Source: an optimization exercise on an open RTL-to-GDS flow (aim: small area, a short achievable clock period and few clock cycles per item). Production flows keep margins and buffers that such runs may drop.
In this exercise RTL edits were held to simulation tests only and were not proved equivalent to the original.

==> flow/design.v <==
module MulDiv(input clk, input reset,
    output io_req_ready,
    input  io_req_valid,
    input [3:0] io_req_bits_fn,
    input  io_req_bits_dw,
    input [63:0] io_req_bits_in1,
    input [63:0] io_req_bits_in2,
    input [4:0] io_req_bits_tag,
    input  io_kill,
    input  io_resp_ready,
    output io_resp_valid,
    output[63:0] io_resp_bits_data,
    output[4:0] io_resp_bits_tag
);
  localparam S_IDLE = 4'd0, S_MUL = 4'd1, S_MFIN = 4'd2, S_MCOR = 4'd3,
             S_NORM = 4'd4, S_DIV = 4'd5, S_FIX = 4'd6, S_DONE = 4'd7,
             S_MRES = 4'd8, S_NORM2 = 4'd9;
  reg [3:0] state;
  reg [65:0] R;      
  reg [65:0] C;      
  reg [64:0] D;      
  reg [63:0] Q;      
  reg [7:0] CL;      
  reg [6:0] cnt;
  reg [4:0] tag;
  reg cl;            
  reg [3:0] bOne, bTwo, bNeg;    
  reg isHi, isW, mulW, corr, negA, negB, divCin, outQ, needFix;
  reg [6:0] shr;     
  reg bZr, qZr;      
  reg held;          
  reg [63:0] O;
  reg [4:0] Otag;
  wire [3:0] fn = io_req_bits_fn;
  wire dw = io_req_bits_dw;
  wire cmdMul = fn[3] | ~fn[2];
  wire cmdHi = ((fn & 4'h5) == 4'h1) | fn[1] | fn[3];
  wire rhsSigned = ((fn & 4'h9) == 4'h0) | ~fn[2];
  wire lhsSigned = rhsSigned | ((fn & 4'h3) == 4'h0);
  wire [63:0] a_ext = dw ? io_req_bits_in1 : {{32{lhsSigned & io_req_bits_in1[31]}}, io_req_bits_in1[31:0]};
  wire [63:0] b_ext = dw ? io_req_bits_in2 : {{32{rhsSigned & io_req_bits_in2[31]}}, io_req_bits_in2[31:0]};
  wire sA = lhsSigned & a_ext[63];
  wire sB = rhsSigned & b_ext[63];
  function [6:0] bitlen;
    input [63:0] x;
    reg [31:0] v1, p1; reg [15:0] v2; reg [31:0] p2; reg [7:0] v3; reg [23:0] p3;
    reg [3:0] v4; reg [15:0] p4; reg [1:0] v5; reg [9:0] p5; reg [5:0] p6;
    integer i;
    begin
      for (i = 0; i < 32; i = i + 1) begin v1[i] = x[2*i+1] | x[2*i]; p1[i] = x[2*i+1]; end
      for (i = 0; i < 16; i = i + 1) begin
        v2[i] = v1[2*i+1] | v1[2*i];
        p2[2*i+1] = v1[2*i+1]; p2[2*i] = v1[2*i+1] ? p1[2*i+1] : p1[2*i];
      end
      for (i = 0; i < 8; i = i + 1) begin
        v3[i] = v2[2*i+1] | v2[2*i];
        p3[3*i+2] = v2[2*i+1]; p3[3*i+:2] = v2[2*i+1] ? p2[4*i+2+:2] : p2[4*i+:2];
      end
      for (i = 0; i < 4; i = i + 1) begin
        v4[i] = v3[2*i+1] | v3[2*i];
        p4[4*i+3] = v3[2*i+1]; p4[4*i+:3] = v3[2*i+1] ? p3[6*i+3+:3] : p3[6*i+:3];
      end
      for (i = 0; i < 2; i = i + 1) begin
        v5[i] = v4[2*i+1] | v4[2*i];
        p5[5*i+4] = v4[2*i+1]; p5[5*i+:4] = v4[2*i+1] ? p4[8*i+4+:4] : p4[8*i+:4];
      end
      p6 = {v5[1], v5[1] ? p5[9:5] : p5[4:0]};
      bitlen = (v5[1] | v5[0]) ? {1'b0, p6} + 7'd1 : 7'd0;
    end
  endfunction
  function [11:0] bdec;    
    input [8:0] mb;        
    integer k;
    reg b0, b1, b2;
    begin
      for (k = 0; k < 4; k = k + 1) begin
        b0 = mb[2*k]; b1 = mb[2*k+1]; b2 = mb[2*k+2];
        bdec[k] = b1 ^ b0;
        bdec[4+k] = (b2 & ~b1 & ~b0) | (~b2 & b1 & b0);
        bdec[8+k] = b2 & ~(b1 & b0);
      end
    end
  endfunction
  wire done = state == S_DONE;
  assign io_req_ready = ~held & ((state == S_IDLE) | done);
  assign io_resp_valid = held | done;
  wire fire = io_req_valid & io_req_ready;
  wire [63:0] result;
  wire [66:0] Dx = {D[64], D[64], D};    
  reg [73:0] pp [0:3];
  reg [73:0] nk;
  integer k;
  always @* begin
    nk = 74'd0;
    nk[65] = 1'b1; nk[67] = 1'b1; nk[69] = 1'b1; nk[71] = 1'b1;    
    for (k = 0; k < 4; k = k + 1) begin : booth
      reg [66:0] mag, row;
      mag = Dx ^ {67{bNeg[k]}};
      row = ({67{bOne[k]}} & mag) | ({67{bTwo[k]}} & {mag[65:0], bNeg[k]});
      row[66] = ~row[66];
      pp[k] = {7'd0, row} << (2*k);
      nk[2*k] = bNeg[k];
    end
  end
  function [147:0] csa;    
    input [73:0] a, b, c;
    begin
      csa[73:0] = a ^ b ^ c;
      csa[147:74] = {((a & b) | (a & c) | (b & c)), 1'b0};
    end
  endfunction
  wire [147:0] l1a = csa({8'd0, R}, {8'd0, C}, nk);
  wire [147:0] l1b = csa(pp[0], pp[1], pp[2]);
  wire [147:0] l2a = csa(l1a[73:0], l1a[147:74], pp[3]);
  wire [147:0] l3a = csa(l2a[73:0], l2a[147:74], l1b[73:0]);
  wire [147:0] l4a = csa(l3a[73:0], l3a[147:74], l1b[147:74]);
  wire [73:0] S  = l4a[73:0];
  wire [73:0] Cy = l4a[147:74];
  wire [8:0] lowfix = {1'b0, Q[63:56]} + {1'b0, CL} + {8'd0, cl};
  wire mulLast = mulW ? (cnt[2:0] == 3'd3) : (cnt[2:0] == 3'd7);
  function [65:0] add66;
    input [65:0] a, b;
    input ci;
    reg [66:0] g, p, G, P, G2, P2;
    integer i, d;
    begin
      g[0] = ci; p[0] = 1'b0;
      for (i = 0; i < 66; i = i + 1) begin g[i+1] = a[i] & b[i]; p[i+1] = a[i] ^ b[i]; end
      G = g; P = p;
      for (d = 1; d < 67; d = d * 2) begin
        G2 = G; P2 = P;
        for (i = 0; i < 67; i = i + 1)
          if ((i / d) % 2 == 1) begin
            G2[i] = G[i] | (P[i] & G[(i/d)*d - 1]);
            P2[i] = P[i] & P[(i/d)*d - 1];
          end
        G = G2; P = P2;
      end
      for (i = 0; i < 66; i = i + 1) add66[i] = p[i+1] ^ G[i];
    end
  endfunction
  wire [65:0] addY = {D[64], D};
  wire addCin = (state == S_DIV) ? divCin : ((state == S_MFIN) & cl);
  wire [65:0] t = add66({2'b0, R[63:0]}, addY, addCin);
  wire ge = ~t[64];
  wire [63:0] nIn = (state == S_FIX & outQ) ? Q : R[63:0];
  wire [63:0] nOut = 64'd0 - nIn;
  wire [6:0] la = bitlen(R[63:0] ^ {64{negA}}) + {6'd0, negA};
  wire [6:0] lb = bitlen(D[63:0] ^ {64{negB}});
  wire [64:0] Dsh = D << shr;
  always @(posedge clk) begin
    if (reset) begin
      held <= 1'b0;
    end else if (fire & done & ~io_resp_ready & ~io_kill) begin
      held <= 1'b1;
    end else if (io_kill | io_resp_ready) begin
      held <= 1'b0;
    end
    if (fire & done) begin
      O <= result;
      Otag <= tag;
    end
    if (reset) begin
      state <= S_IDLE;
    end else if (fire) begin
      state <= cmdMul ? S_MUL : S_NORM;
    end else if (io_kill) begin
      state <= S_IDLE;
    end else begin
      case (state)
        S_MUL:  if (mulLast) state <= S_MRES;
        S_MRES: state <= isHi ? (corr ? S_MCOR : S_MFIN) : S_DONE;
        S_MCOR: state <= S_MFIN;
        S_MFIN: state <= S_DONE;
        S_NORM: state <= S_NORM2;
        S_NORM2: if (bZr | qZr) state <= (isHi ? negA : 1'b0) ? S_FIX : S_DONE;
                 else state <= S_DIV;
        S_DIV:  if (cnt == 7'd0) state <= needFix ? S_FIX : S_DONE;
        S_FIX:  state <= S_DONE;
        S_DONE: if (io_resp_ready & ~held) state <= S_IDLE;
        default: state <= S_IDLE;
      endcase
    end
    if (fire) begin
      tag <= io_req_bits_tag;
      isHi <= cmdHi;
      isW <= ~dw;
      mulW <= cmdMul & ~dw;
      corr <= cmdMul & cmdHi & ~rhsSigned & io_req_bits_in2[63];
      negA <= sA;
      negB <= sB;
      divCin <= ~sB;
      needFix <= ~cmdMul & (cmdHi ? sA : (sA ^ sB));
      outQ <= ~cmdHi;
      cnt <= 7'd0;
      cl <= 1'b0;
      CL <= 8'd0;
      {bNeg, bTwo, bOne} <= bdec({io_req_bits_in2[7:0], 1'b0});
      if (cmdMul) begin
        R <= 66'h20000000000000000;    
        C <= 66'd0;
        D <= {lhsSigned & io_req_bits_in1[63], io_req_bits_in1};
      end else begin
        R <= {2'b0, a_ext};
        D <= {sB, b_ext};
      end
      Q <= io_req_bits_in2;
    end else begin
      case (state)
        S_MUL: begin
          R <= S[73:8];
          C <= Cy[73:8];
          Q <= {S[7:0], lowfix[7:0], Q[55:8]};
          CL <= Cy[7:0];
          cl <= lowfix[8];
          {bNeg, bTwo, bOne} <= bdec(Q[15:7]);
          cnt <= cnt + 7'd1;
        end
        S_MRES: begin
          if (mulW) Q <= {{32{lowfix[7]}}, lowfix[7:0], Q[55:32]};
          else Q[63:56] <= lowfix[7:0];
          CL <= 8'd0;
          cl <= lowfix[8];
          if (~corr) D <= C[64:0];
        end
        S_MCOR: begin
          R <= {2'b0, t[63:0]};
          D <= C[64:0];
        end
        S_MFIN: begin
          R <= {2'b0, t[63:0]};
        end
        S_NORM: begin
          if (negA) R <= {2'b0, nOut};
          shr <= la - lb;
          bZr <= D[63:0] == 64'd0;
          qZr <= la < lb;
        end
        S_NORM2: begin
          D <= negB ? Dsh : ~Dsh;
          cnt <= shr;
          Q <= {64{bZr}};
          if (bZr) needFix <= ~outQ & negA;
        end
        S_DIV: begin
          if (ge) R <= {2'b0, t[63:0]};
          Q <= {Q[62:0], ge};
          D <= {D[64], D[64:1]};
          cnt <= cnt - 7'd1;
        end
        S_FIX: begin
          R <= {2'b0, nOut};
          outQ <= 1'b0;
        end
        default: ;
      endcase
    end
  end
  wire [63:0] Qf = Q;
  wire [63:0] x = outQ ? Qf : R[63:0];
  assign result = (isW & ~mulW) ? {{32{x[31]}}, x[31:0]} : x;
  assign io_resp_bits_data = held ? O : result;
  assign io_resp_bits_tag = held ? Otag : tag;
endmodule
==> flow/flow/run.sh <==
#!/bin/bash
set -euo pipefail
bash standard.sh SETUP_SLACK_MARGIN=6 finish > flow_make.log 2>&1
==> flow/standard.sh <==
#!/bin/bash
# synth_recipe.tcl (not shown) runs the flow's synth.tcl, then flattens the netlist and writes it again
# the make line also repeats each setting of config.mk as NAME=value (left out here)
make -C /OpenROAD-flow-scripts/flow DESIGN_CONFIG=/design/flow/config.mk WORK_HOME=/design/flow/orfs CLKGATE_MAP_FILE= SYNTH_SCRIPT=/design/flow/synth_recipe.tcl "${@:-finish}"
==> flow/config.mk <==
export PLATFORM = sky130hd
export DESIGN_NAME = MulDiv
export DESIGN_NICKNAME = MulDiv
export VERILOG_FILES = /design/flow/design.v
export SDC_FILE = /design/flow/constraint.sdc
export NUM_CORES = 4
export LEC_CHECK = 0
export CAP_MARGIN = 20
export CORE_MARGIN = 2
export CORE_UTILIZATION = 40
export SETUP_SLACK_MARGIN = 5
export SLEW_MARGIN = 20
==> flow/constraint.sdc <==
create_clock -name core_clock -period 10.0 [get_ports {clk}]
set_input_delay 2.0000 -clock core_clock [delete_from_list [all_inputs] [get_ports {clk}]]
set_output_delay 2.0000 -clock core_clock [all_outputs]
set_load 0.01 [all_outputs]
==> flow_summary.toml, run 1 <==
[drt]
wirelength_um = 239000
drc_errors = 0
antenna_left = 0
post_drt_via_cell_ratio = 6.859
post_drt_wl_per_cell_um = 32.68
detailedRoute.firstPassIterationCount = 12
vias = 50150
drt_first_iter_violations = 8096

[synthesis]
synth.cell_area_mm2 = 0.04824
post_synth_most_frequent_cells = "sky130_fd_sc_hd__nand2_1 (597), sky130_fd_sc_hd__clkbuf_1 (468), sky130_fd_sc_hd__a21oi_1 (381), sky130_fd_sc_hd__inv_1 (381), sky130_fd_sc_hd__edfxtp_1 (364)"
synth-seq-area-share = 0.2345
most_used_standard_cell_by_instance_count_after_synthesis = "sky130_fd_sc_hd__nand2_1"
synth_top_family_by_area = "compound AO/OA/AOI/OAI gates"
synth-seq-cells = 383
synthesis.yosys.warnings = 2
synthDominantCellAreaShare = 0.2266
yosys_most_used_dff = "sky130_fd_sc_hd__edfxtp_1"
synth_adder_area_share = 0.1571
yosys.area_share.simple = 0.1380
synth_enable_flop_cells = 364
post_synth_mux_area_share = 0.09612
synth_top_cells_by_area = "sky130_fd_sc_hd__edfxtp_1 (23%), sky130_fd_sc_hd__fa_1 (11%), sky130_fd_sc_hd__a221o_1 (5.1%), sky130_fd_sc_hd__nand2_1 (4.6%), sky130_fd_sc_hd__ha_1 (4.5%)"
synth-compound-area-share = 0.2461
synth_xor_xnor_area_share = 0.05138
synth.largest_area_cell = "sky130_fd_sc_hd__edfxtp_1"
synth_cells = 5565
synth.distinct_cells = 91
postSynthAreaPerCell_um2 = 8.669
syn_nets = 6151
async_reset_ff_frac = 0

[setup_path]
crit_path_start_kind = "flop"
worst_path_max_delay_cell = "sky130_fd_sc_hd__edfxtp_1"
critical_path_class = "flop to flop"
critPathBufInv = 4
timing.rr.start = "D[14]"
worstPathArrival_ps = 5490
crit_path_max_incr_delay_ps = 710
timing.rr.end = "R[2]"
crit_path_max_fanout = 13
depth_of_the_worst_register_to_register_path = 19
delay_heaviest_family_cp = "compound AO/OA/AOI/OAI gates"
critPathCaptureType = "flop"
worstPathCellList = "ha_1 > a21oi_1 > o21ai_0 > nor2_1 > a21boi_4 > buf_12 > o2111ai_4 > a21oi_2 > o21a_4 > a311o_1 > a21o_1 > a21oi_2 > fa_2 > xor2_4 > o22ai_2 > a21oi_4 > buf_4 > buf_12 > clkbuf_16"
worst_path_required_time_ps = 10340
regToRegSetupSlack_ps = 4850

[timing]
min_cycle_time_layout_ps = 5150
finalHoldViolCount = 0
clock_skew_ps = 44.38
clock.fmax_ghz = 0.1942
slew_headroom = 0.1611
report.final.setup_viol = 0
unrepaired_setup_endpoints_after_global_routing = "true"
finalMaxSlewViolations = 0
final_worst_path_period_share = 0.5150
timing.setup.tns_ps = 0
max_slew.worst_pin.slew_ps = 1258

[cts]
cts_made_buffers = 48
clk_latency_ps = 660
cts_root_buffer = "sky130_fd_sc_hd__clkbuf_16"
buffer_levels_on_the_longest_clock_path = 3
cts_tree = "done"
clk_transition_reported_paths_ps = 60
htree_num_levels = 2
ctsHoldBuffers = 0
sink_count_of_the_clock_tree = 383

[global_routing]
grt_pass1_wl_um = 332200
grt_overflow = 0
grt_antenna_before_repair = 12
vias_in_the_first_global_route = 45550
groute.usage.overall = 0.3686
pin_count_of_the_biggest_net_entering_global_routing = 132

[hold_path]
timing.hold.worst.class = "flop to flop"
worstHoldPathCells = 0
min_from = "tag[3]"
holdPathEnd = "Otag[3]"

[finish]
final_cell_area_mm2 = 0.05837
design.final.nets = 6247
drive_gt1_frac = 0.1849
fin_cells = 7312
area_growth_syn_to_layout_pct = 20.99

[die]
start_util = 0.4027
design.portCount = 214
floorplan.die_area_mm2 = 0.1234
floorplan.rows = 127
die_height_um = 351.3
horizontal_die_dimension_um = 351.3
core_mm2 = 0.1198

[placed_design]
port_buffers = 213
dp_area_mm2 = 0.05150
finalWeightedCongestion = 1.064
dp_hpwl_um = 162700
numPlacedInstances = 6935

[flow_run]
timing.max_cap.violations = 0

[status]
run_status = "complete, no violations"
==> registers in the layout, indices dropped and copies added (netlist names), 4 cells and up <==
name	cells
R	66
C	65
D	65
O	64
Q	64
cnt	7
shr	7
CL	6
Otag	5
tag	5
bNeg	4
bOne	4
bTwo	4
state	4
==> kinds of logic after synthesis <==
group                      after synthesis
buffers and inverters                  981
AOI/OAI and AO/OA                     1660
muxes                                  362
adders and majority gates              443
and+or+nand+nor                       1453
DFF                                    383
xor gates and xnor gates               283
==> timing repair <==
item / in CTS / in global routing
pin swaps: 36 / 49
gates resized for setup: 615 / 322
setup endpoints to repair: 554 / 434
cloned: 21 / 6
buffers inserted: 167 / 94
==> cell type report <==
class	count	area [um2]
Timing Repair inverter	3	22.52
Sequential cell	383	11330
Clock inverter	29	312.8
Inverter	388	1530
Tap cell	1612	2017
Antenna cell	1	2.502
Multi-Input combinational cell	4205	35280
Clock buffer	59	1252
Fill cell	11330	61450
Timing Repair Buffer	632	6628
==> cells in the final DEF, fill, tap and decap left out, types with 30 or more instances in the layout <==
cell,n
sky130_fd_sc_hd__o221ai_1,199
sky130_fd_sc_hd__xnor2_1,116
sky130_fd_sc_hd__o21ai_0,243
sky130_fd_sc_hd__mux2_4,84
sky130_fd_sc_hd__buf_6,127
sky130_fd_sc_hd__a21oi_1,327
sky130_fd_sc_hd__a31oi_1,73
sky130_fd_sc_hd__clkbuf_16,53
sky130_fd_sc_hd__inv_1,375
sky130_fd_sc_hd__nand2b_1,41
sky130_fd_sc_hd__mux2i_1,142
sky130_fd_sc_hd__a22oi_1,100
sky130_fd_sc_hd__xor2_1,158
sky130_fd_sc_hd__fa_1,268
sky130_fd_sc_hd__a221o_1,243
sky130_fd_sc_hd__a211oi_1,71
sky130_fd_sc_hd__clkdlybuf4s50_1,143
sky130_fd_sc_hd__nor3_1,62
sky130_fd_sc_hd__a221oi_1,46
sky130_fd_sc_hd__ha_1,161
sky130_fd_sc_hd__or3_1,39
sky130_fd_sc_hd__a21o_1,30
sky130_fd_sc_hd__nand3_1,83
sky130_fd_sc_hd__and2_1,75
sky130_fd_sc_hd__nor2_1,330
sky130_fd_sc_hd__buf_4,275
sky130_fd_sc_hd__mux2_2,66
sky130_fd_sc_hd__mux4_2,66
sky130_fd_sc_hd__edfxtp_1,364
sky130_fd_sc_hd__nor4_1,30
sky130_fd_sc_hd__o211ai_1,31
sky130_fd_sc_hd__nand2_1,578
==> worst max-delay path by stage <==
| stage | startpoint | end | slack [ps] | cells past startpoint |
|---|---|---|---|---|
| global placement | state[0] | R[49] | 3190 | 19 |
| floorplan | state[2] | R[0] | 4470 | 21 |
| CTS | state[0] | R[22] | 5070 | 22 |
| global route | D[14] | R[30] | 4770 | 19 |
| finish | D[14] | R[2] | 4850 | 19 |
| detailed placement | state[0] | R[44] | 3070 | 19 |
==> stage by stage <==
stage            util  setup WS [ps]  hold slack, ps
3_5_place_dp   0.4298           3072           436.6
2_1_floorplan       -           4465           422.2
4_1_cts        0.4694           5065           451.0
6_report       0.4872           4850           451.7
3_3_place_gp   0.4298           3189           429.6
5_1_grt        0.4872           4771           459.6
==> worst register-to-register path, delay by kind of cell, from the launching register on <==
family                     cells  cell delay, ps
adders and majority gates      2             640
buffers and inverters          4             610
DFF                            1             710
and+or+nand+nor                1             360
xor gates and xnor gates       1             270
AOI/OAI and AO/OA             11            2290
==> layer usage <==
metal  share of wire  vias up  wire (um)  track usage
li1                -    20760          -            -
met1            0.36    24430      86040       0.4711
met2            0.42     4042     100600       0.5429
met3            0.13      910      30900      0.09693
met4           0.089       10      21360       0.2534
met5         0.00024        -         58            0
Testbench counts, summed over its fixed seeds: cycles 170,199, ops 16,000.
==> inputs of run 2 (changes only) <==
==> flow/run.sh (new file) <==
#!/bin/bash
# synth_recipe.tcl (not shown) runs the flow's synth.tcl, then flattens the netlist and writes it again
# the make line also repeats each setting of config.mk as NAME=value (left out here)
make -C /OpenROAD-flow-scripts/flow DESIGN_CONFIG=/design/flow/config.mk WORK_HOME=/design/flow/orfs CLKGATE_MAP_FILE= SYNTH_SCRIPT=/design/flow/synth_recipe.tcl finish
removed: flow/flow/run.sh
removed: flow/standard.sh
==> run 2 against run 1 <==
Compared with the run above:
- synthesized area unchanged
- worst setup slack improved by 150 ps
- sequential share of layout area increased by 1.3 points
- first-iteration DRC count decreased by 9.1%
- critical endpoint is now R[50]
- via count decreased by 2.5%
- largest cell class unchanged
- flip-flop and latch count is the same
- fmax is 3.0% higher
- critical path depth rose by 1
==> flow_summary.toml, run 2 <==
[status]
run_status = "complete, no violations"

[synthesis]
synth_cells = 5565
postSynthAreaPerCell_um2 = 8.669
synthesis.yosys.warnings = 2
synthDominantCellAreaShare = 0.2266
post_synth_most_frequent_cells = "sky130_fd_sc_hd__nand2_1 (597), sky130_fd_sc_hd__clkbuf_1 (468), sky130_fd_sc_hd__a21oi_1 (381), sky130_fd_sc_hd__inv_1 (381), sky130_fd_sc_hd__edfxtp_1 (364)"
synth-seq-area-share = 0.2345
synth.largest_area_cell = "sky130_fd_sc_hd__edfxtp_1"
yosys_most_used_dff = "sky130_fd_sc_hd__edfxtp_1"
synth_top_cells_by_area = "sky130_fd_sc_hd__edfxtp_1 (23%), sky130_fd_sc_hd__fa_1 (11%), sky130_fd_sc_hd__a221o_1 (5.1%), sky130_fd_sc_hd__nand2_1 (4.6%), sky130_fd_sc_hd__ha_1 (4.5%)"
async_reset_ff_frac = 0
most_used_standard_cell_by_instance_count_after_synthesis = "sky130_fd_sc_hd__nand2_1"
synth_enable_flop_cells = 364
syn_nets = 6151
synth-seq-cells = 383
synth.cell_area_mm2 = 0.04824
synth.distinct_cells = 91

[drt]
detailedRoute.firstPassIterationCount = 6
drt_first_iter_violations = 7363
drc_errors = 0
antenna_left = 0
wirelength_um = 230800
post_drt_via_cell_ratio = 6.823
vias = 48910
post_drt_wl_per_cell_um = 32.20

[setup_path]
crit_path_max_incr_delay_ps = 620
depth_of_the_worst_register_to_register_path = 20
worstPathCellList = "buf_12 > ha_4 > nand4_1 > or4_4 > a2111oi_4 > a21boi_4 > buf_12 > o2111ai_4 > a21oi_4 > o21a_4 > a311o_1 > a21o_1 > a21oi_2 > fa_2 > xor2_4 > o22ai_4 > a21oi_4 > buf_12 > buf_12 > buf_16"
worstPathArrival_ps = 5340
cell_type_with_the_highest_occurrence_count_on_the_critical_path = "sky130_fd_sc_hd__buf_12"
crit_end = "R[50]"
worst_path_required_time_ps = 10340
crit_path_start = "D[22]"
crit_path_start_kind = "flop"
crit_path_max_fanout = 10
regToRegSetupSlack_ps = 5000
timing.rr.end = "R[50]"
worst_path_max_delay_cell = "sky130_fd_sc_hd__or4_4"
timing.rr.start = "D[22]"
critical_path_class = "flop to flop"
critPathCaptureType = "flop"

[finish]
final_cell_area_mm2 = 0.05475
area_growth_syn_to_layout_pct = 13.49
largest_register = "R"
layout_commonest_cell = "sky130_fd_sc_hd__nand2_1"
drive_gt1_frac = 0.1225
most-common-layout-cells = "sky130_fd_sc_hd__nand2_1 (593), sky130_fd_sc_hd__inv_1 (378), sky130_fd_sc_hd__a21oi_1 (377), sky130_fd_sc_hd__edfxtp_1 (364), sky130_fd_sc_hd__nor2_1 (338)"
final_core_util = 0.4570
reg_top3 = "R: 66 flops, C: 65 flops, D: 65 flops"
design.final.nets = 6102
largest_register_ff_count = 66

[cts]
clk_transition_reported_paths_ps = 60
sink_count_of_the_clock_tree = 383
buffer_levels_on_the_longest_clock_path = 3
cts_tree = "done"
htree_num_levels = 2
clk_latency_ps = 660
ctsHoldBuffers = 0
cts_made_buffers = 48
cts_root_buffer = "sky130_fd_sc_hd__clkbuf_16"

[timing]
max_slew.worst_pin.slew_ps = 1137
min_cycle_time_layout_ps = 5000
clock.fmax_ghz = 0.2000
unrepaired_setup_endpoints_after_global_routing = "true"
timing.setup.tns_ps = 0
finalHoldViolCount = 0
slew_headroom = 0.2365
finalMaxSlewViolations = 0
report.final.setup_viol = 0
final_worst_path_period_share = 0.5000
clock_skew_ps = 44.23

[hold_path]
timing.hold.worst.class = "flop to flop"

[flow_run]
timing.max_cap.violations = 0

[global_routing]
grt_pass1_wl_um = 326400
grt_overflow = 0
pin_count_of_the_biggest_net_entering_global_routing = 144
groute.usage.overall = 0.3616
grt_antenna_before_repair = 14
vias_in_the_first_global_route = 44700

[die]
horizontal_die_dimension_um = 351.3
die_height_um = 351.3
core_mm2 = 0.1198
start_util = 0.4027
design.portCount = 214
floorplan.rows = 127
floorplan.die_area_mm2 = 0.1234

[placed_design]
finalWeightedCongestion = 1.022
dp_hpwl_um = 164900
dp_area_mm2 = 0.05152
port_buffers = 213
## run 2: cell families (layout without fill, tap and decap cells)
logic type / count (synthesis) / in the layout / share of synthesized area
fa+ha+maj: 443 / 443 / 0.1571
mux: 362 / 362 / 0.09612
flops: 383 / 383 / 0.2345
other cells: 0 / 5 / 0
buf+inv: 981 / 964 / 0.07685
simple gates: 1453 / 1455 / 0.1380
compound gates: 1660 / 1661 / 0.2461
xor+xnor: 283 / 283 / 0.05138
## run 2: layout make-up
class | count | area (um2)
well taps | 1612 | 2017
repair buffers | 491 | 4602
fillers | 11760 | 65060
inverters | 388 | 1470
flip-flops and latches | 383 | 11320
clock inverters | 26 | 250.2
clock buffers | 59 | 1242
diodes | 5 | 12.51
multi-input cells | 4204 | 33830
## run 2: routing by layer
| layer | share of wire | wire length, um | track usage | vias to the layer above |
|---|---|---|---|---|
| li1 | - | - | - | 20460 |
| met4 | 0.080 | 18490 | 0.2316 | 10 |
| met1 | 0.37 | 86140 | 0.4678 | 24100 |
| met2 | 0.43 | 98760 | 0.5409 | 3592 |
| met5 | 0.00023 | 54 | 0 | - |
| met3 | 0.12 | 27350 | 0.08545 | 746 |
## run 2: critical path, delay by kind of cell (launching register included)
kind            cells  cell delay [ps]
buf+inv             5              720
fa+ha+maj           2              710
compound gates     10             1790
simple gates        2              800
xor+xnor            1              210
flops               1              450
## run 2: how the worst min path moves through the flow
stage | startpoint | endpoint | slack (ps) | depth (start not counted)
2_1_floorplan | tag[0] | Otag[0] | 420 | 0
3_3_place_gp | tag[2] | Otag[2] | 430 | 0
3_5_place_dp | tag[4] | Otag[4] | 440 | 0
4_1_cts | tag[4] | Otag[4] | 450 | 0
5_1_grt | tag[4] | Otag[4] | 450 | 0
6_report | tag[4] | Otag[4] | 450 | 0
## run 2: stage by stage
stage | std cells | hold WS (ps) | setup slack, ps
final | 7168 | 453.1 | 5000
after global routing | 7163 | 453.5 | 4889
after CTS | 7098 | 449.1 | 4875
after detailed placement | 6951 | 435.5 | 2535
after global placement | 6950 | 426.5 | 2684
after floorplan | 5565 | 422.2 | 4465
## run 2: repair_timing
| action | in CTS | in global routing |
|---|---|---|
| pin swaps | 14 | 7 |
| cloned | 8 | 4 |
| buffers inserted | 54 | 61 |
| gates resized for setup | 64 | 59 |
| endpoints found under the setup margin | 116 | 133 |
==> inputs of run 3 (changes only) <==
--- a/flow/design.v
+++ b/flow/design.v
@@ -16,3 +16,3 @@
              S_NORM = 4'd4, S_DIV = 4'd5, S_FIX = 4'd6, S_DONE = 4'd7,
-             S_MRES = 4'd8, S_NORM2 = 4'd9;
+             S_MRES = 4'd8;
   reg [3:0] state;
@@ -27,8 +27,4 @@
   reg [3:0] bOne, bTwo, bNeg;    
-  reg isHi, isW, mulW, corr, negA, negB, divCin, outQ, needFix;
-  reg [6:0] shr;     
-  reg bZr, qZr;      
-  reg held;          
-  reg [63:0] O;
-  reg [4:0] Otag;
+  reg isHi, isW, mulW, corr, negA, negB, cinR, outQ, needFix;
+  reg [6:0] la, lb;  
   wire [3:0] fn = io_req_bits_fn;
@@ -70,2 +66,4 @@
   endfunction
+  wire [6:0] laIn = bitlen(a_ext ^ {64{sA}}) + {6'd0, sA};
+  wire [6:0] lbIn = bitlen(b_ext ^ {64{sB}});
   function [11:0] bdec;    
@@ -84,6 +82,5 @@
   wire done = state == S_DONE;
-  assign io_req_ready = ~held & ((state == S_IDLE) | done);
-  assign io_resp_valid = held | done;
+  assign io_req_ready = (state == S_IDLE) | (done & io_resp_ready);
+  assign io_resp_valid = done;
   wire fire = io_req_valid & io_req_ready;
-  wire [63:0] result;
   wire [66:0] Dx = {D[64], D[64], D};    
@@ -141,5 +138,3 @@
   endfunction
-  wire [65:0] addY = {D[64], D};
-  wire addCin = (state == S_DIV) ? divCin : ((state == S_MFIN) & cl);
-  wire [65:0] t = add66({2'b0, R[63:0]}, addY, addCin);
+  wire [65:0] t = add66({2'b0, R[63:0]}, {D[64], D}, cinR);
   wire ge = ~t[64];
@@ -147,17 +142,7 @@
   wire [63:0] nOut = 64'd0 - nIn;
-  wire [6:0] la = bitlen(R[63:0] ^ {64{negA}}) + {6'd0, negA};
-  wire [6:0] lb = bitlen(D[63:0] ^ {64{negB}});
-  wire [64:0] Dsh = D << shr;
+  wire [6:0] sh = la - lb;
+  wire bZero = D[63:0] == 64'd0;
+  wire qZero = la < lb;
+  wire [64:0] Dsh = D << sh;
   always @(posedge clk) begin
-    if (reset) begin
-      held <= 1'b0;
-    end else if (fire & done & ~io_resp_ready & ~io_kill) begin
-      held <= 1'b1;
-    end else if (io_kill | io_resp_ready) begin
-      held <= 1'b0;
-    end
-    if (fire & done) begin
-      O <= result;
-      Otag <= tag;
-    end
     if (reset) begin
@@ -170,12 +155,11 @@
       case (state)
-        S_MUL:  if (mulLast) state <= S_MRES;
-        S_MRES: state <= isHi ? (corr ? S_MCOR : S_MFIN) : S_DONE;
+        S_MUL:  if (mulLast) state <= isHi ? S_MRES : S_DONE;
+        S_MRES: state <= corr ? S_MCOR : S_MFIN;
         S_MCOR: state <= S_MFIN;
         S_MFIN: state <= S_DONE;
-        S_NORM: state <= S_NORM2;
-        S_NORM2: if (bZr | qZr) state <= (isHi ? negA : 1'b0) ? S_FIX : S_DONE;
-                 else state <= S_DIV;
+        S_NORM: if (bZero | qZero) state <= (isHi ? negA : 1'b0) ? S_FIX : S_DONE;
+                else state <= S_DIV;
         S_DIV:  if (cnt == 7'd0) state <= needFix ? S_FIX : S_DONE;
         S_FIX:  state <= S_DONE;
-        S_DONE: if (io_resp_ready & ~held) state <= S_IDLE;
+        S_DONE: if (io_resp_ready) state <= S_IDLE;
         default: state <= S_IDLE;
@@ -191,3 +175,5 @@
       negB <= sB;
-      divCin <= ~sB;
+      cinR <= ~sB;
+      la <= laIn;
+      lb <= lbIn;
       needFix <= ~cmdMul & (cmdHi ? sA : (sA ^ sB));
@@ -219,6 +205,6 @@
         S_MRES: begin
-          if (mulW) Q <= {{32{lowfix[7]}}, lowfix[7:0], Q[55:32]};
-          else Q[63:56] <= lowfix[7:0];
+          Q[63:56] <= lowfix[7:0];
           CL <= 8'd0;
-          cl <= lowfix[8];
+          cl <= 1'b0;
+          cinR <= lowfix[8];
           if (~corr) D <= C[64:0];
@@ -228,2 +214,3 @@
           D <= C[64:0];
+          cinR <= 1'b0;
         end
@@ -234,11 +221,6 @@
           if (negA) R <= {2'b0, nOut};
-          shr <= la - lb;
-          bZr <= D[63:0] == 64'd0;
-          qZr <= la < lb;
-        end
-        S_NORM2: begin
           D <= negB ? Dsh : ~Dsh;
-          cnt <= shr;
-          Q <= {64{bZr}};
-          if (bZr) needFix <= ~outQ & negA;
+          cnt <= sh;
+          Q <= {64{bZero}};
+          if (bZero) needFix <= ~outQ & negA;
         end
@@ -258,7 +240,7 @@
   end
-  wire [63:0] Qf = Q;
+  wire [63:0] Qf = {lowfix[7:0], Q[55:0]};
   wire [63:0] x = outQ ? Qf : R[63:0];
-  assign result = (isW & ~mulW) ? {{32{x[31]}}, x[31:0]} : x;
-  assign io_resp_bits_data = held ? O : result;
-  assign io_resp_bits_tag = held ? Otag : tag;
+  wire [31:0] x32 = mulW ? Qf[63:32] : x[31:0];
+  assign io_resp_bits_data = isW ? {{32{x32[31]}}, x32} : x;
+  assign io_resp_bits_tag = tag;
 endmodule
==> run 3 against run 2 <==
Compared with the run above:
- worst setup slack lost 290 ps
- hold slack gained 21 ps
- flip-flop and latch count shrank 65
- sequential share of layout area shrank 2.9 points
- cell count grew 0.39%
- cell area shrank 3.7%
- global-route usage grew 5.1 points
- fmax shrank 5.4%
- register-to-register slack gained 80 ps
- non-clock buffer count shrank 32
- critical path type is now flop to output port
==> flow_summary.toml, run 3 <==
[drt]
detailedRoute.firstPassIterationCount = 8
drt_first_iter_violations = 7757
post_drt_via_cell_ratio = 6.958
vias = 50070
antenna_left = 0
drc_errors = 0
wirelength_um = 256600
post_drt_wl_per_cell_um = 35.66

[finish]
area.sequential_mm2 = 0.009373
multiInputGateArea_mm2 = 0.03435
drive_gt1_frac = 0.1006
fillers = 11660
largest_register_ff_count = 66
area_growth_syn_to_layout_pct = 13.00
final_core_util = 0.4547
reg_top3 = "R: 66 flops, C: 65 flops, D: 65 flops"
layout_commonest_cell = "sky130_fd_sc_hd__nand2_1"
most-common-layout-cells = "sky130_fd_sc_hd__nand2_1 (584), sky130_fd_sc_hd__a21oi_1 (473), sky130_fd_sc_hd__inv_1 (379), sky130_fd_sc_hd__nor2_1 (350), sky130_fd_sc_hd__edfxtp_1 (300)"
final_cell_area_mm2 = 0.05270
design.final.nets = 6212
largest_register = "R"

[setup_path]
timing.rr.start = "lb[0]"
worstPathArrival_ps = 3290
delay_heaviest_family_cp = "compound AO/OA/AOI/OAI gates"
depth_of_the_worst_register_to_register_path = 12
timing.rr.end = "D[59]"
critPathCaptureType = "output port"
worstPathCellList = "ha_4 > a31oi_4 > nor2b_1 > o21a_1 > o21ai_1 > nand2b_1 > a21oi_2 > xnor2_2 > nand2b_4 > o211ai_1 > buf_4 > clkbuf_16 > buf_4 > o21ai_4 > buf_6"
crit_path_max_fanout = 5
cell_type_with_the_highest_occurrence_count_on_the_critical_path = "sky130_fd_sc_hd__buf_4"
critical_path_class = "flop to output port"
path_depth = 15
crit_path_start_kind = "flop"
worst_path_required_time_ps = 8000
crit_path_max_incr_delay_ps = 450
worst_path_max_delay_cell = "sky130_fd_sc_hd__edfxtp_1"
regToRegSetupSlack_ps = 5080
critPathBufInv = 4

[synthesis]
syn_nets = 6318
synth.distinct_cells = 94
synth_cells = 5732
synth_enable_flop_cells = 300
synthDominantCellAreaShare = 0.1932
postSynthAreaPerCell_um2 = 8.137
async_reset_ff_frac = 0
post_synth_most_frequent_cells = "sky130_fd_sc_hd__nand2_1 (593), sky130_fd_sc_hd__clkbuf_1 (500), sky130_fd_sc_hd__a21oi_1 (483), sky130_fd_sc_hd__inv_1 (384), sky130_fd_sc_hd__nor2_1 (358)"
yosys_most_used_dff = "sky130_fd_sc_hd__edfxtp_1"
synth-seq-cells = 318
synth.cell_area_mm2 = 0.04664
most_used_standard_cell_by_instance_count_after_synthesis = "sky130_fd_sc_hd__nand2_1"
synth-seq-area-share = 0.2009
synth_top_cells_by_area = "sky130_fd_sc_hd__edfxtp_1 (19%), sky130_fd_sc_hd__fa_1 (12%), sky130_fd_sc_hd__mux2i_1 (6.1%), sky130_fd_sc_hd__a21oi_1 (5.2%), sky130_fd_sc_hd__nand2_1 (4.8%)"
synth.largest_area_cell = "sky130_fd_sc_hd__edfxtp_1"
synthesis.yosys.warnings = 2

[timing]
holdWs_ps = 474.2
final_worst_path_period_share = 0.5286
clock.fmax_ghz = 0.1892
finalMaxSlewViolations = 0
clock_skew_ps = 31.09
min_cycle_time_layout_ps = 5286
slew_headroom = 0.1582
unrepaired_setup_endpoints_after_global_routing = "true"
report.final.setup_viol = 0
finalHoldViolCount = 0
timing.setup.tns_ps = 0
layout_setup_ws_ps = 4714
max_slew.worst_pin.slew_ps = 1255

[cts]
htree_num_levels = 2
clk_latency_ps = 620
ctsHoldBuffers = 0
sink_count_of_the_clock_tree = 318
cts_root_buffer = "sky130_fd_sc_hd__clkbuf_16"
buffer_levels_on_the_longest_clock_path = 3
cts_made_buffers = 43
clk_transition_reported_paths_ps = 70
cts_tree = "done"

[global_routing]
grt_overflow = 0
groute.usage.overall = 0.4129
grt_pass1_wl_um = 357400
globalRoute.busiestLayer = "met2"
met1_usage = 0.5264
use_met2 = 0.6246
vias_in_the_first_global_route = 46060
grt.met3_usage = 0.09353
grt_antenna_before_repair = 23
pin_count_of_the_biggest_net_entering_global_routing = 133

[die]
core_mm2 = 0.1159
horizontal_die_dimension_um = 345.5
floorplan.die_area_mm2 = 0.1193
design.portCount = 214
die_height_um = 345.5
floorplan.rows = 125
start_util = 0.4024

[placed_design]
dp_hpwl_um = 187800
dp_area_mm2 = 0.04980
finalWeightedCongestion = 1.019
pre_cts_ws_ps = 2565
port_buffers = 213

[hold_path]
min_from = "CL[4]"
timing.hold.worst.class = "flop to flop"
holdPathEnd = "CL[4]"
worstHoldPathCells = 2

[flow_run]
timing.max_cap.violations = 0

[status]
run_status = "complete, no violations"
[run 3: cell count changes after synthesis, sizes merged, moves of 34 or more]
cell / change
mux2: -131
edfxtp: -64
a21oi: +102
mux2i: +139
o21ai: +67
and3: +35
a221o: -46
mux4: -34
[run 3: worst max-delay path by stage]
stage / from / endpoint
after floorplan: R[0] / R[0]
after global placement: io_req_bits_fn[2] / la[5]
after detailed placement: io_req_bits_fn[2] / la[5]
after CTS: Q[58] / io_resp_bits_data[31]
after global routing: Q[59] / io_resp_bits_data[46]
final: Q[58] / io_resp_bits_data[46]
[run 3: worst reg2reg max path, cell delays in order (launching register included)]
cell                       delay (ps)
sky130_fd_sc_hd__edfxtp_1         550
sky130_fd_sc_hd__ha_4             190
sky130_fd_sc_hd__inv_1             50
sky130_fd_sc_hd__fa_4             990
sky130_fd_sc_hd__buf_12           370
sky130_fd_sc_hd__mux4_2           460
sky130_fd_sc_hd__mux2i_1          360
sky130_fd_sc_hd__mux2_2           260
sky130_fd_sc_hd__nor2_1            60
sky130_fd_sc_hd__o311ai_1         500
sky130_fd_sc_hd__xnor2_1          250
sky130_fd_sc_hd__a221oi_1         460
sky130_fd_sc_hd__a21oi_1          130
[run 3: cells by family (layout without fill, tap and decap cells)]
logic type,after synthesis,count (layout),synth area share
flops,318,318,0.2009
other cells,0,16,0
buf+inv,1004,928,0.08158
xor+xnor,265,265,0.04977
simple gates,1564,1564,0.1569
compound gates,1802,1802,0.2672
mux,336,336,0.08121
fa+ha+maj,443,443,0.1625
[run 3: layout make-up]
class / count / share of cell area
antenna: 16 / 0.0007597
clock buffer: 53 / 0.02194
clock inverter: 22 / 0.003158
inverter: 394 / 0.02882
multi-input combinational: 4410 / 0.6518
sequential: 318 / 0.1778
tap: 1524 / 0.03618
timing repair buffer: 459 / 0.07946
[run 3: per-layer routing]
layer | vias up | share of wire | wire, um
met5 | - | 0.00019 | 48
met4 | 8 | 0.082 | 21130
met2 | 3631 | 0.43 | 110100
met3 | 761 | 0.11 | 28670
li1 | 20900 | - | -
met1 | 24780 | 0.38 | 96630
[run 3: what timing repair did]
| action | CTS | global route |
|---|---|---|
| pin swaps | 12 | 8 |
| setup endpoints to repair | 302 | 165 |
| setup buffers | 46 | 42 |
| resized for setup | 336 | 137 |
| gates cloned | 5 | 2 |
[run 3: stage by stage]
stage / std cells
3_3_place_gp: 7008
5_1_grt: 7186
3_5_place_dp: 7009
6_report: 7196
4_1_cts: 7135
2_1_floorplan: 5732
Testbench counts of run 3, summed over its fixed seeds: cycles 156,599, ops 16,000.
==> inputs of run 4 (changes only) <==
--- a/flow/config.mk
+++ b/flow/config.mk
@@ -9,3 +9,4 @@
 export CORE_MARGIN = 2
-export CORE_UTILIZATION = 40
+export CORE_UTILIZATION = 55
+export PLACE_DENSITY = 0.65
 export SETUP_SLACK_MARGIN = 5
==> run 4 against run 3 <==
Compared with the run above:
- highest routed layer unchanged
- utilization increased by 17 points
- largest cell class unchanged
- cell count decreased by 5.2%
- critical path depth increased by 1
- clock-buffer cell count decreased by 6
- non-clock buffer count increased by 17
- synthesized area unchanged
- global-route usage increased by 13 points
- critical path type unchanged
==> flow_summary.toml, run 4 <==
[synthesis]
synthDominantCellAreaShare = 0.1932
synth_top_cells_by_area = "sky130_fd_sc_hd__edfxtp_1 (19%), sky130_fd_sc_hd__fa_1 (12%), sky130_fd_sc_hd__mux2i_1 (6.1%), sky130_fd_sc_hd__a21oi_1 (5.2%), sky130_fd_sc_hd__nand2_1 (4.8%)"
synth-seq-area-share = 0.2009
synth.distinct_cells = 94
most_used_standard_cell_by_instance_count_after_synthesis = "sky130_fd_sc_hd__nand2_1"
synth_enable_flop_cells = 300
synthesis.yosys.warnings = 2
synth-seq-cells = 318
postSynthAreaPerCell_um2 = 8.137
synth_cells = 5732
async_reset_ff_frac = 0
synth.cell_area_mm2 = 0.04664
synth.largest_area_cell = "sky130_fd_sc_hd__edfxtp_1"
post_synth_most_frequent_cells = "sky130_fd_sc_hd__nand2_1 (593), sky130_fd_sc_hd__clkbuf_1 (500), sky130_fd_sc_hd__a21oi_1 (483), sky130_fd_sc_hd__inv_1 (384), sky130_fd_sc_hd__nor2_1 (358)"
syn_nets = 6318
yosys_most_used_dff = "sky130_fd_sc_hd__edfxtp_1"

[timing]
finalMaxSlewViolations = 0
max_slew.worst_pin.slew_ps = 1266
finalHoldViolCount = 0
clock_skew_ps = 37.47
final_worst_path_period_share = 0.5251
min_cycle_time_layout_ps = 5251
timing.setup.tns_ps = 0
holdWs_ps = 477.0
report.final.setup_viol = 0
slew_headroom = 0.1512
unrepaired_setup_endpoints_after_global_routing = "true"
clock.fmax_ghz = 0.1904

[die]
die_height_um = 295.2
design.portCount = 214
core_mm2 = 0.08382
floorplan.rows = 106
floorplan.die_area_mm2 = 0.08714
start_util = 0.5564
horizontal_die_dimension_um = 295.2

[status]
run_status = "complete, no violations"

[finish]
drive_gt1_frac = 0.1040
layout_commonest_cell = "sky130_fd_sc_hd__nand2_1"
largest_register_ff_count = 66
reg_top3 = "R: 66 flops, C: 65 flops, D: 65 flops"
area.sequential_mm2 = 0.009373
largest_register = "R"
multiInputGateArea_mm2 = 0.03431
most-common-layout-cells = "sky130_fd_sc_hd__nand2_1 (586), sky130_fd_sc_hd__a21oi_1 (472), sky130_fd_sc_hd__inv_1 (378), sky130_fd_sc_hd__nor2_1 (348), sky130_fd_sc_hd__edfxtp_1 (300)"
area_growth_syn_to_layout_pct = 12.22
fillers = 7617
design.final.nets = 6228

[drt]
post_drt_wl_per_cell_um = 35.75
drc_errors = 0
detailedRoute.firstPassIterationCount = 9
drt_first_iter_violations = 9561
wirelength_um = 243900
antenna_left = 0
vias = 51760
post_drt_via_cell_ratio = 7.587

[hold_path]
timing.hold.worst.class = "flop to flop"
holdPathEnd = "CL[5]"
worstHoldPathCells = 2
min_from = "CL[5]"

[setup_path]
crit_path_start_kind = "flop"
worstPathArrival_ps = 3250
worstPathCellList = "ha_4 > a31oi_4 > nor2b_1 > o21a_1 > o21ai_1 > nand2b_1 > a21oi_2 > xnor2_1 > buf_4 > nand2b_4 > o211ai_1 > buf_4 > buf_8 > buf_12 > o21ai_0 > buf_4"
critPathCaptureType = "output port"
timing.rr.start = "state[0]"
critical_path_class = "flop to output port"
crit_path_max_fanout = 5
regToRegSetupSlack_ps = 4910
crit_path_max_incr_delay_ps = 430
depth_of_the_worst_register_to_register_path = 11
worst_path_required_time_ps = 8000
timing.rr.end = "R[50]"
worst_path_max_delay_cell = "sky130_fd_sc_hd__edfxtp_1"
cell_type_with_the_highest_occurrence_count_on_the_critical_path = "sky130_fd_sc_hd__buf_4"

[cts]
cts_made_buffers = 42
buffer_levels_on_the_longest_clock_path = 3
htree_num_levels = 2
clk_transition_reported_paths_ps = 60
ctsHoldBuffers = 0
sink_count_of_the_clock_tree = 318
cts_root_buffer = "sky130_fd_sc_hd__clkbuf_16"
cts_tree = "done"
clk_latency_ps = 610

[global_routing]
grt_overflow = 0
groute.usage.overall = 0.5436
pin_count_of_the_biggest_net_entering_global_routing = 197
vias_in_the_first_global_route = 46740
grt_pass1_wl_um = 341400
grt_antenna_before_repair = 25

[placed_design]
dp_hpwl_um = 171400
port_buffers = 213
finalWeightedCongestion = 1.105

[flow_run]
timing.max_cap.violations = 0
==> run 4: cell counts after synthesis <==
No cell type changed its count.
==> run 4: critical path: cells and delay by family, from the launching register on <==
| family | cells | cell delay, ps |
|---|---|---|
| DFF | 1 | 430 |
| buffers and inverters | 5 | 780 |
| xor gates and xnor gates | 1 | 130 |
| and+or+nand+nor | 3 | 250 |
| AOI/OAI and AO/OA | 6 | 810 |
| adders and majority gates | 1 | 250 |
==> run 4: worst max-delay path by stage <==
| stage | depth (start not counted) | end | slack (ps) | start |
|---|---|---|---|---|
| 2_1_floorplan | 17 | R[0] | 5000 | R[0] |
| 3_3_place_gp | 14 | la[5] | 2900 | io_req_bits_fn[2] |
| 3_5_place_dp | 14 | la[5] | 2900 | io_req_bits_fn[2] |
| 4_1_cts | 15 | io_resp_bits_data[63] | 4750 | Q[59] |
| 5_1_grt | 16 | io_resp_bits_data[57] | 4630 | Q[58] |
| 6_report | 16 | io_resp_bits_data[57] | 4750 | Q[58] |
==> run 4: cells by family (layout without fill, tap and decap cells) <==
| family | after synthesis | after routing | synth area share |
|---|---|---|---|
| compound gates | 1802 | 1802 | 0.2672 |
| simple gates | 1564 | 1564 | 0.1569 |
| fa+ha+maj | 443 | 443 | 0.1625 |
| flops | 318 | 318 | 0.2009 |
| xor+xnor | 265 | 265 | 0.04977 |
| other cells | 0 | 14 | 0 |
| mux | 336 | 336 | 0.08121 |
| buf+inv | 1004 | 946 | 0.08158 |
==> run 4: metal layers <==
| layer | vias to the layer above | routed length (um) | global-route usage |
|---|---|---|---|
| li1 | 20950 | - | - |
| met1 | 24470 | 80360 | 0.6503 |
| met2 | 4904 | 97440 | 0.7647 |
| met3 | 1420 | 38920 | 0.2228 |
| met4 | 20 | 27020 | 0.4405 |
| met5 | - | 147 | 0.001109 |
==> run 4: area by class of cell <==
type	instances	area share
inverter	394	0.02895
clock inverter	29	0.005522
multi-input combinational	4410	0.6555
tap	1134	0.02711
sequential	318	0.1791
antenna	14	0.0006694
timing repair buffer	476	0.08217
clock buffer	47	0.02104
==> run 4: what timing repair did <==
item,CTS,global route
setup buffers,51,84
cloned,4,5
endpoints found under the hold margin,0,0
pin swaps,13,16
gates resized for setup,266,156
endpoints found under the setup margin,242,252
==> run 4: stage by stage <==
stage | cell area, um2 | setup slack [ps] | cells | utilization
after floorplan | 46740 | 5001 | 5732 | -
after global placement | 49030 | 2903 | 6584 | 0.5850
after detailed placement | 49030 | 2896 | 6584 | 0.5850
after CTS | 50990 | 4753 | 6715 | 0.6084
after global routing | 52310 | 4634 | 6810 | 0.6240
final | 52340 | 4749 | 6822 | 0.6244
==> inputs of run 5 (changes only) <==
--- a/flow/design.v
+++ b/flow/design.v
@@ -14,6 +14,5 @@
 );
-  localparam S_IDLE = 4'd0, S_MUL = 4'd1, S_MFIN = 4'd2, S_MCOR = 4'd3,
-             S_NORM = 4'd4, S_DIV = 4'd5, S_FIX = 4'd6, S_DONE = 4'd7,
-             S_MRES = 4'd8;
-  reg [3:0] state;
+  localparam S_IDLE = 3'd0, S_MUL = 3'd1, S_MFIN = 3'd2, S_MCOR = 3'd3,
+             S_NORM = 3'd4, S_DIV = 3'd5, S_FIX = 3'd6, S_DONE = 3'd7;
+  reg [2:0] state;
   reg [65:0] R;      
@@ -22,3 +21,2 @@
   reg [63:0] Q;      
-  reg [7:0] CL;      
   reg [6:0] cnt;
@@ -115,3 +113,3 @@
   wire [73:0] Cy = l4a[147:74];
-  wire [8:0] lowfix = {1'b0, Q[63:56]} + {1'b0, CL} + {8'd0, cl};
+  wire [8:0] lowsum = {1'b0, S[7:0]} + {1'b0, Cy[7:0]} + {8'd0, cl};
   wire mulLast = mulW ? (cnt[2:0] == 3'd3) : (cnt[2:0] == 3'd7);
@@ -155,4 +153,3 @@
       case (state)
-        S_MUL:  if (mulLast) state <= isHi ? S_MRES : S_DONE;
-        S_MRES: state <= corr ? S_MCOR : S_MFIN;
+        S_MUL:  if (mulLast) state <= isHi ? (corr ? S_MCOR : S_MFIN) : S_DONE;
         S_MCOR: state <= S_MFIN;
@@ -182,3 +179,2 @@
       cl <= 1'b0;
-      CL <= 8'd0;
       {bNeg, bTwo, bOne} <= bdec({io_req_bits_in2[7:0], 1'b0});
@@ -198,14 +194,8 @@
           C <= Cy[73:8];
-          Q <= {S[7:0], lowfix[7:0], Q[55:8]};
-          CL <= Cy[7:0];
-          cl <= lowfix[8];
+          Q <= {lowsum[7:0], Q[63:8]};
+          cl <= lowsum[8];
+          cinR <= lowsum[8];
+          if (mulLast & ~corr) D <= Cy[72:8];
           {bNeg, bTwo, bOne} <= bdec(Q[15:7]);
           cnt <= cnt + 7'd1;
-        end
-        S_MRES: begin
-          Q[63:56] <= lowfix[7:0];
-          CL <= 8'd0;
-          cl <= 1'b0;
-          cinR <= lowfix[8];
-          if (~corr) D <= C[64:0];
         end
@@ -240,3 +230,3 @@
   end
-  wire [63:0] Qf = {lowfix[7:0], Q[55:0]};
+  wire [63:0] Qf = Q;
   wire [63:0] x = outQ ? Qf : R[63:0];
--- a/flow/config.mk
+++ b/flow/config.mk
@@ -9,4 +9,3 @@
 export CORE_MARGIN = 2
-export CORE_UTILIZATION = 55
-export PLACE_DENSITY = 0.65
+export CORE_UTILIZATION = 40
 export SETUP_SLACK_MARGIN = 5
==> run 5 against run 4 <==
Compared with the run above:
- still clean
- clock skew up 2.6 ps
- critical path depth is 11 lower
- flip-flop and latch count fell by 7
- critical path type unchanged
- critical endpoint is now io_resp_bits_data[3]
==> flow_summary.toml, run 5 <==
[die]
start_util = 0.4045
floorplan.die_area_mm2 = 0.1206
horizontal_die_dimension_um = 347.3
design.portCount = 214
core_mm2 = 0.1165
floorplan.rows = 125
die_height_um = 347.3

[finish]
design.final.nets = 6280
drive_gt1_frac = 0.1057
multiInputGateArea_mm2 = 0.03490
fillers = 11290
largest_register = "R"
largest_register_ff_count = 66
area_growth_syn_to_layout_pct = 15.22
area.sequential_mm2 = 0.009233
most-common-layout-cells = "sky130_fd_sc_hd__nand2_1 (565), sky130_fd_sc_hd__o21ai_0 (442), sky130_fd_sc_hd__inv_1 (413), sky130_fd_sc_hd__a21oi_1 (407), sky130_fd_sc_hd__nor2_1 (336)"
reg_top3 = "R: 66 flops, C: 65 flops, D: 65 flops"
layout_commonest_cell = "sky130_fd_sc_hd__nand2_1"

[synthesis]
most_used_standard_cell_by_instance_count_after_synthesis = "sky130_fd_sc_hd__nand2_1"
synth.cell_area_mm2 = 0.04713
post_synth_most_frequent_cells = "sky130_fd_sc_hd__nand2_1 (577), sky130_fd_sc_hd__clkbuf_1 (516), sky130_fd_sc_hd__o21ai_0 (460), sky130_fd_sc_hd__inv_1 (422), sky130_fd_sc_hd__a21oi_1 (412)"
synth_top_cells_by_area = "sky130_fd_sc_hd__edfxtp_1 (19%), sky130_fd_sc_hd__fa_1 (12%), sky130_fd_sc_hd__a221o_1 (5.4%), sky130_fd_sc_hd__o21ai_0 (4.9%), sky130_fd_sc_hd__nand2_1 (4.6%)"
synth.largest_area_cell = "sky130_fd_sc_hd__edfxtp_1"
synthesis.yosys.warnings = 2
yosys_most_used_dff = "sky130_fd_sc_hd__edfxtp_1"
syn_nets = 6392
synth_cells = 5806
synth-seq-area-share = 0.1958
synthDominantCellAreaShare = 0.1911
synth-seq-cells = 311
postSynthAreaPerCell_um2 = 8.117
async_reset_ff_frac = 0
synth.distinct_cells = 94
synth_enable_flop_cells = 300

[flow_run]
timing.max_cap.violations = 0

[setup_path]
worst_path_required_time_ps = 8000
crit_path_max_incr_delay_ps = 680
critPathBufInv = 3
crit_path_max_fanout = 21
worstPathArrival_ps = 3130
critPathCaptureType = "output port"
worst_path_max_delay_cell = "sky130_fd_sc_hd__clkdlybuf4s50_1"
critical_path_class = "flop to output port"
delay_heaviest_family_cp = "buffers and inverters"
crit_path_start_kind = "flop"
worstPathCellList = "buf_12 > buf_16 > mux2i_2 > o21ai_1 > clkdlybuf4s50_1"

[drt]
drt_first_iter_violations = 9672
drc_errors = 0
detailedRoute.firstPassIterationCount = 9
vias = 52730
antenna_left = 0
wirelength_um = 265400
post_drt_wl_per_cell_um = 36.58
post_drt_via_cell_ratio = 7.268

[cts]
cts_root_buffer = "sky130_fd_sc_hd__clkbuf_16"
sink_count_of_the_clock_tree = 311
htree_num_levels = 2
cts_made_buffers = 41
buffer_levels_on_the_longest_clock_path = 3
clk_transition_reported_paths_ps = 60
clk_latency_ps = 630
ctsHoldBuffers = 0
cts_tree = "done"

[timing]
clock.fmax_ghz = 0.1948
report.final.setup_viol = 0
finalMaxSlewViolations = 0
finalHoldViolCount = 0
timing.setup.tns_ps = 0
holdWs_ps = 490.3
clock_skew_ps = 40.02
min_cycle_time_layout_ps = 5135
max_slew.worst_pin.slew_ps = 1272
final_worst_path_period_share = 0.5135
slew_headroom = 0.1431
unrepaired_setup_endpoints_after_global_routing = "true"

[hold_path]
timing.hold.worst.class = "flop to flop"

[placed_design]
port_buffers = 213
finalWeightedCongestion = 1.081
dp_hpwl_um = 178900

[global_routing]
pin_count_of_the_biggest_net_entering_global_routing = 133
vias_in_the_first_global_route = 48060
grt_antenna_before_repair = 18
grt_pass1_wl_um = 358700
groute.usage.overall = 0.4059
grt_overflow = 0

[status]
run_status = "complete, no violations"
==> run 5: cell types whose count changed after synthesis, sizes merged, moves of 52 or more <==
cell / previous run / this run
o22ai: 16 / 118
o21ai: 333 / 465
a22oi: 81 / 13
a221o: 198 / 255
a21oi: 483 / 412
xor2: 132 / 59
mux2i: 285 / 211
o211ai: 51 / 103
==> run 5: logic make-up (layout without fill, tap and decap cells) <==
family / after synthesis / after routing / share of synthesized area
buffers and inverters: 1071 / 984 / 0.08588
DFF: 311 / 311 / 0.1958
xor gates and xnor gates: 188 / 188 / 0.03494
AOI/OAI and AO/OA: 1970 / 1971 / 0.2893
adders and majority gates: 443 / 443 / 0.1608
other: 0 / 6 / 0
muxes: 293 / 293 / 0.08140
and+or+nand+nor: 1530 / 1534 / 0.1519
==> run 5: path summary, 6_finish.rpt <==
path	start	cells past startpoint	slack, ps	end
min reg2reg	cl	2	490	cl
min	cl	2	490	cl
max	outQ	5	4870	io_resp_bits_data[3]
max reg2reg	state[0]	11	4900	R[61]
==> run 5: repair_timing <==
item | CTS | global route
buffers inserted | 57 | 51
endpoints found under the setup margin | 244 | 216
gates cloned | 12 | 16
gates resized for setup | 194 | 129
pin swaps | 13 | 20
==> run 5: through the flow <==
stage | instance area [um2] | cells | setup WS (ps) | util
6_report | 54300 | 7254 | 4865 | 0.4661
4_1_cts | 52950 | 7181 | 4916 | 0.4544
3_5_place_dp | 50120 | 7039 | 2977 | 0.4301
5_1_grt | 54290 | 7249 | 4870 | 0.4660
2_1_floorplan | 47180 | 5806 | 4996 | -
3_3_place_gp | 50120 | 7039 | 3010 | 0.4301
==> run 5: worst reg2reg max path, cell delays in order (launching register included) <==
cell                       delay, ps
sky130_fd_sc_hd__dfxtp_4         660
sky130_fd_sc_hd__nand4b_4        460
sky130_fd_sc_hd__buf_8           410
sky130_fd_sc_hd__mux2i_1         580
sky130_fd_sc_hd__o21a_1          380
sky130_fd_sc_hd__and3_1          370
sky130_fd_sc_hd__nand3_4         160
sky130_fd_sc_hd__or4_4           600
sky130_fd_sc_hd__or3_1           540
sky130_fd_sc_hd__nor4_4          360
sky130_fd_sc_hd__xnor2_1         170
sky130_fd_sc_hd__o221ai_1        120
==> run 5: area by class of cell <==
cell class / instances / share of cell area
Inverter: 426 / 0.03117
Timing Repair inverter: 2 / 0.0004378
Multi-Input combinational cell: 4429 / 0.6426
Sequential cell: 311 / 0.1700
Clock inverter: 29 / 0.006336
Timing Repair Buffer: 483 / 0.09456
Antenna cell: 6 / 0.0002765
Tap cell: 1524 / 0.03511
Clock buffer: 44 / 0.01949
==> run 5: per-layer routing <==
layer / share of wire / vias to the layer above / global-route usage
li1: - / 21440 / -
met1: 0.35 / 25330 / 0.5056
met2: 0.40 / 4791 / 0.5867
met3: 0.15 / 1149 / 0.1298
met4: 0.097 / 14 / 0.2983
met5: 0.00033 / - / 0
Testbench counts of run 5, summed over its fixed seeds: cycles 154,199, ops 16,000.

-- port drivers added, routing unchanged --
The flow's constraints put no driver on any port. The routed layouts listed below were extracted and timed again, unchanged, in two steps.
Step 1 sets driving cells, clkbuf_16 on the clock port and buf_2 on the other inputs (assumed; they add their load-dependent delay and slew).
Step 2, shift: input delay + t, output delay - t, t = (earliest + latest rising clock arrival at the registers) / 2. This alone moves slack from input paths to output paths.
a / b / c = ideal / step 1 / step 2; a / b = the first two.
| run | t, ns | setup slack, ns | hold slack, ns | worst register clock-pin slew, ns |
|---|---|---|---|---|
| run 1 | 0.702 | 4.850 / 4.836 / 4.850 | 0.452 / 0.452 / 0.452 | 0.07 / 0.07 |
| run 2 | 0.711 | 5.000 / 4.950 / 4.532 | 0.453 / 0.453 / 0.453 | 0.07 / 0.07 |
| run 3 | 0.676 | 4.714 / 4.643 / 4.331 | 0.474 / 0.474 / 0.474 | 0.07 / 0.07 |
| run 4 | 0.667 | 4.749 / 4.671 / 4.333 | 0.477 / 0.477 / 0.477 | 0.07 / 0.07 |
| run 5 | 0.692 | 4.865 / 4.787 / 4.341 | 0.490 / 0.490 / 0.490 | 0.08 / 0.08 |
After both steps every run listed still meets setup and hold. The setup slack of run 5, which loses most, moves by -0.078 ns with the drivers and by -0.524 ns with both steps.
